From an optimization exercise on the open Yosys and OpenROAD flow, aimed at small area, a short achievable clock period and few clock cycles per item; shortcuts taken in it are not production practice.
RTL that was checked went through simulation tests only; none was proved equivalent to the original.

lane 4:
==> flow/design.v <==
module fft8_twiddle #(
    parameter bit CEIL = 1'b0     
)(
    input  logic signed [16:0] s,
    output logic [15:0]        hi_a,
    output logic [15:0]        hi_b,
    output logic               c15
);
    localparam logic [30:0] K = 31'(-(64'sd23170 <<< 16) + (CEIL ? 64'sd32767 : 64'sd0));
    logic [30:0] u;
    logic [30:0] t0, t1, t2, t3, t4, t5;
    logic [30:0] a1, b1, a2, b2, a3, b3, a4, b4, a5, b5;
    logic [15:0] lo;
    always_comb begin
        u  = {14'd0, ~s[16], s[15:0]};
        t0 = u << 1;  t1 = u << 7;  t2 = u << 9;
        t3 = u << 11; t4 = u << 12; t5 = u << 14;
        a1 = t0 ^ t1 ^ t2;  b1 = ((t0 & t1) | (t0 & t2) | (t1 & t2)) << 1;
        a2 = t3 ^ t4 ^ t5;  b2 = ((t3 & t4) | (t3 & t5) | (t4 & t5)) << 1;
        a3 = a1 ^ b1 ^ a2;  b3 = ((a1 & b1) | (a1 & a2) | (b1 & a2)) << 1;
        a4 = b2 ^ K ^ a3;   b4 = ((b2 & K) | (b2 & a3) | (K & a3)) << 1;
        a5 = a4 ^ b4 ^ b3;  b5 = ((a4 & b4) | (a4 & b3) | (b4 & b3)) << 1;
        lo   = {1'b0, a5[14:0]} + {1'b0, b5[14:0]};
        c15  = lo[15];
        hi_a = a5[30:15];
        hi_b = b5[30:15];
    end
endmodule
module fft8_bfly_t (
    input  logic [15:0] b,
    input  logic [15:0] ha,
    input  logic [15:0] hb,
    input  logic        c,
    output logic [15:0] y,
    output logic [15:0] z
);
    logic [15:0] p1, q1, p2, q2;
    always_comb begin
        p1 = b ^ ha ^ hb;
        q1 = {((b & ha) | (b & hb) | (ha & hb)), 1'b0};
        y  = p1 + q1 + {15'd0, c};
        p2 = b ^ ~ha ^ ~hb;
        q2 = {((b & ~ha) | (b & ~hb) | (~ha & ~hb)), 1'b1};
        z  = p2 + q2 + {15'd0, ~c};
    end
endmodule
module fft8 #(
    parameter integer WIDTH = 16,
    parameter bit RT = 1'b1       
)(
    input  logic                   clk,
    input  logic                   rst,
    input  logic                   in_valid,
    output logic                   in_ready,
    input  logic [8*WIDTH-1:0]     in_re_flat,
    input  logic [8*WIDTH-1:0]     in_im_flat,
    output logic                   out_valid,
    output logic [8*WIDTH-1:0]     out_re_flat,
    output logic [8*WIDTH-1:0]     out_im_flat
);
    localparam integer NREG = 3 + RT;
    logic [NREG-1:0] vld;
    always_ff @(posedge clk or posedge rst) begin
        if (rst) begin
            vld      <= '0;
            in_ready <= 1'b0;
        end else begin
            vld      <= {vld[NREG-2:0], in_valid & in_ready};
            in_ready <= 1'b1;
        end
    end
    assign out_valid = vld[NREG-1];
    logic signed [15:0] x_re [0:7], x_im [0:7];
    always_comb
        for (int i = 0; i < 8; i++) begin
            x_re[i] = in_re_flat[16*i +: 16];
            x_im[i] = in_im_flat[16*i +: 16];
        end
    logic signed [15:0] a_re [0:7], a_im [0:7];
    always_ff @(posedge clk)
        for (int k = 0; k < 4; k++) begin
            a_re[k]   <= x_re[k] + x_re[k+4];
            a_im[k]   <= x_im[k] + x_im[k+4];
            a_re[k+4] <= x_re[k] - x_re[k+4];
            a_im[k+4] <= x_im[k] - x_im[k+4];
        end
    logic signed [15:0] b_re [0:7], b_im [0:7];
    logic signed [15:0] b5_re, b5_im, b7_re, b7_im;
    logic signed [16:0] s1, d1, s3, d3;
    always_comb begin
        b5_re = a_re[5] + a_im[7];  b5_im = a_im[5] - a_re[7];
        b7_re = a_re[5] - a_im[7];  b7_im = a_im[5] + a_re[7];
    end
    always_ff @(posedge clk) begin
        b_re[0] <= a_re[0] + a_re[2];  b_im[0] <= a_im[0] + a_im[2];
        b_re[2] <= a_re[0] - a_re[2];  b_im[2] <= a_im[0] - a_im[2];
        b_re[4] <= a_re[1] + a_re[3];  b_im[4] <= a_im[1] + a_im[3];
        b_re[6] <= a_re[1] - a_re[3];  b_im[6] <= a_im[1] - a_im[3];
        b_re[1] <= a_re[4] + a_im[6];  b_im[1] <= a_im[4] - a_re[6];
        b_re[3] <= a_re[4] - a_im[6];  b_im[3] <= a_im[4] + a_re[6];
        s1 <= b5_re + b5_im;
        d1 <= b5_im - b5_re;
        s3 <= b7_re + b7_im;
        d3 <= b7_im - b7_re;
    end
    logic [15:0] t_a [0:3], t_b [0:3];
    logic        t_c [0:3];
    fft8_twiddle u_t0 (.s(s1), .hi_a(t_a[0]), .hi_b(t_b[0]), .c15(t_c[0]));
    fft8_twiddle u_t1 (.s(d1), .hi_a(t_a[1]), .hi_b(t_b[1]), .c15(t_c[1]));
    fft8_twiddle u_t2 (.s(d3), .hi_a(t_a[2]), .hi_b(t_b[2]), .c15(t_c[2]));
    fft8_twiddle #(.CEIL(1'b1)) u_t3 (.s(s3), .hi_a(t_a[3]), .hi_b(t_b[3]), .c15(t_c[3]));
    logic [15:0] r_a [0:3], r_b [0:3];
    logic        r_c [0:3];
    logic signed [15:0] c_re [0:7], c_im [0:7];    
    generate
        if (RT) begin : g_rt
            always_ff @(posedge clk) begin
                for (int k = 0; k < 4; k++) begin
                    r_a[k] <= t_a[k];
                    r_b[k] <= t_b[k];
                    r_c[k] <= t_c[k];
                end
                for (int k = 0; k < 5; k++) begin
                    c_re[k] <= b_re[k];
                    c_im[k] <= b_im[k];
                end
                c_re[6] <= b_re[6];  c_im[6] <= b_im[6];
            end
        end else begin : g_nt
            always_comb begin
                for (int k = 0; k < 4; k++) begin
                    r_a[k] = t_a[k];
                    r_b[k] = t_b[k];
                    r_c[k] = t_c[k];
                end
                for (int k = 0; k < 5; k++) begin
                    c_re[k] = b_re[k];
                    c_im[k] = b_im[k];
                end
                c_re[6] = b_re[6];  c_im[6] = b_im[6];
            end
        end
    endgenerate
    assign c_re[5] = '0;  assign c_im[5] = '0;
    assign c_re[7] = '0;  assign c_im[7] = '0;
    logic [15:0] o_re [0:7], o_im [0:7];
    fft8_bfly_t u_x1r (.b(c_re[1]), .ha(r_a[0]), .hb(r_b[0]), .c(r_c[0]), .y(o_re[1]), .z(o_re[5]));
    fft8_bfly_t u_x1i (.b(c_im[1]), .ha(r_a[1]), .hb(r_b[1]), .c(r_c[1]), .y(o_im[1]), .z(o_im[5]));
    fft8_bfly_t u_x3r (.b(c_re[3]), .ha(r_a[2]), .hb(r_b[2]), .c(r_c[2]), .y(o_re[3]), .z(o_re[7]));
    fft8_bfly_t u_x3i (.b(c_im[3]), .ha(r_a[3]), .hb(r_b[3]), .c(r_c[3]), .y(o_im[7]), .z(o_im[3]));
    always_comb begin
        o_re[0] = c_re[0] + c_re[4];  o_im[0] = c_im[0] + c_im[4];
        o_re[4] = c_re[0] - c_re[4];  o_im[4] = c_im[0] - c_im[4];
        o_re[2] = c_re[2] + c_im[6];  o_im[2] = c_im[2] - c_re[6];
        o_re[6] = c_re[2] - c_im[6];  o_im[6] = c_im[2] + c_re[6];
    end
    logic [15:0] y_re [0:7], y_im [0:7];
    always_ff @(posedge clk)
        for (int i = 0; i < 8; i++) begin
            y_re[i] <= o_re[i];
            y_im[i] <= o_im[i];
        end
    always_comb
        for (int i = 0; i < 8; i++) begin
            out_re_flat[16*i +: 16] = y_re[i];
            out_im_flat[16*i +: 16] = y_im[i];
        end
endmodule
==> flow/config.mk <==
export PLATFORM = sky130hd
export DESIGN_NAME = fft8
export DESIGN_NICKNAME = fft8
export VERILOG_FILES = /design/flow/design.v
export SDC_FILE = /design/flow/constraint.sdc
export NUM_CORES = 4
export LEC_CHECK = 0
export CAP_MARGIN = 20
export CORE_MARGIN = 2
export CORE_UTILIZATION = 40
export PLACE_DENSITY = 0.6
export SLEW_MARGIN = 20
==> flow/constraint.sdc <==
create_clock -name core_clock -period 11.0 [get_ports {clk}]
set_input_delay 2.2000 -clock core_clock [delete_from_list [all_inputs] [get_ports {clk}]]
set_output_delay 2.2000 -clock core_clock [all_outputs]
set_load 0.01 [all_outputs]
run.sh (not shown) runs the stock make flow with config.mk's settings and CLKGATE_MAP_FILE= SYNTH_SCRIPT=/design/flow/synth_recipe.tcl, a recipe that flattens the netlist after the stock synthesis.
Testbench counts of lane 4, summed over its fixed seeds: cycles 2,080, items 2,048.
Input-level comparison between lane 5 and lane 4:
--- a/flow/design.v
+++ b/flow/design.v
@@ -43,13 +43,13 @@
         q2 = {((b & ~ha) | (b & ~hb) | (~ha & ~hb)), 1'b1};
         z  = p2 + q2 + {15'd0, ~c};
     end
 endmodule
 module fft8 #(
     parameter integer WIDTH = 16,
-    parameter bit RT = 1'b1       
+    parameter bit RT = 1'b0       
 )(
     input  logic                   clk,
     input  logic                   rst,
     input  logic                   in_valid,
     output logic                   in_ready,
     input  logic [8*WIDTH-1:0]     in_re_flat,
Notes after the runs:
- Lane 5 finished every step from synthesis to the final layout, and the layout passed the timing, DRC and antenna checks.
- Routed wire length: lane 5 < lane 4
- When the final numbers for lane 4 and lane 5 were put side by side, the met3 layer wire length in the routed design turned out to be smaller in lane 4.
- On transition time at the pin with the least slew margin, the lower figure sits with lane 4, not lane 5.
- The compound-cell area share of the yosys netlist of lane 5 exceeds that of lane 4 by 0.94 points.
- Comparing lane 4 and lane 5, cell area after placement is lower on lane 5.
- The insertion delay to the later sink of the worst-skew pair number comes out higher for lane 4 vs lane 5.
- Worst reg2reg path depth on lane 5 is up relative to lane 4.
Function not checked in lane 5: the RTL went through the layout flow alone.

## what the ideal ports hide
No port has a modelled driver above. Below, the same layouts with a new extraction and two added sets of constraints. Step 1 sets driving cells, clkbuf_16 on the clock port and buf_2 on the other inputs (assumed; they add their load-dependent delay and slew). Step 2 adds t to the input delays and takes it off the output delays; t is the mean of the earliest and latest rising clock arrival at the registers after step 1. Input paths then give back, and output paths get back, about the clock's delay inside the block. Slacks: ideal / step 1 / step 2; pairs: ideal / step 1.
| run | shift t [ns] | slack for setup (ns) | worst hold slack (ns) | clock arrival spread, ns | worst data-port slew with drivers (ns) |
|---|---|---|---|---|---|
| lane 4 | 0.852 | 6.195 / 6.195 / 5.783 | 0.304 / 0.304 / 0.304 | 0.063 / 0.062 | 0.15 |
| lane 5 | 0.775 | 5.007 / 5.007 / 5.007 | 0.354 / 0.354 / 0.354 | 0.071 / 0.072 | 0.21 |
After both steps setup and hold are still met in every run listed. For lane 4, which loses most, drivers alone change the setup slack by 0.000 ns; drivers and shift together by -0.412 ns.
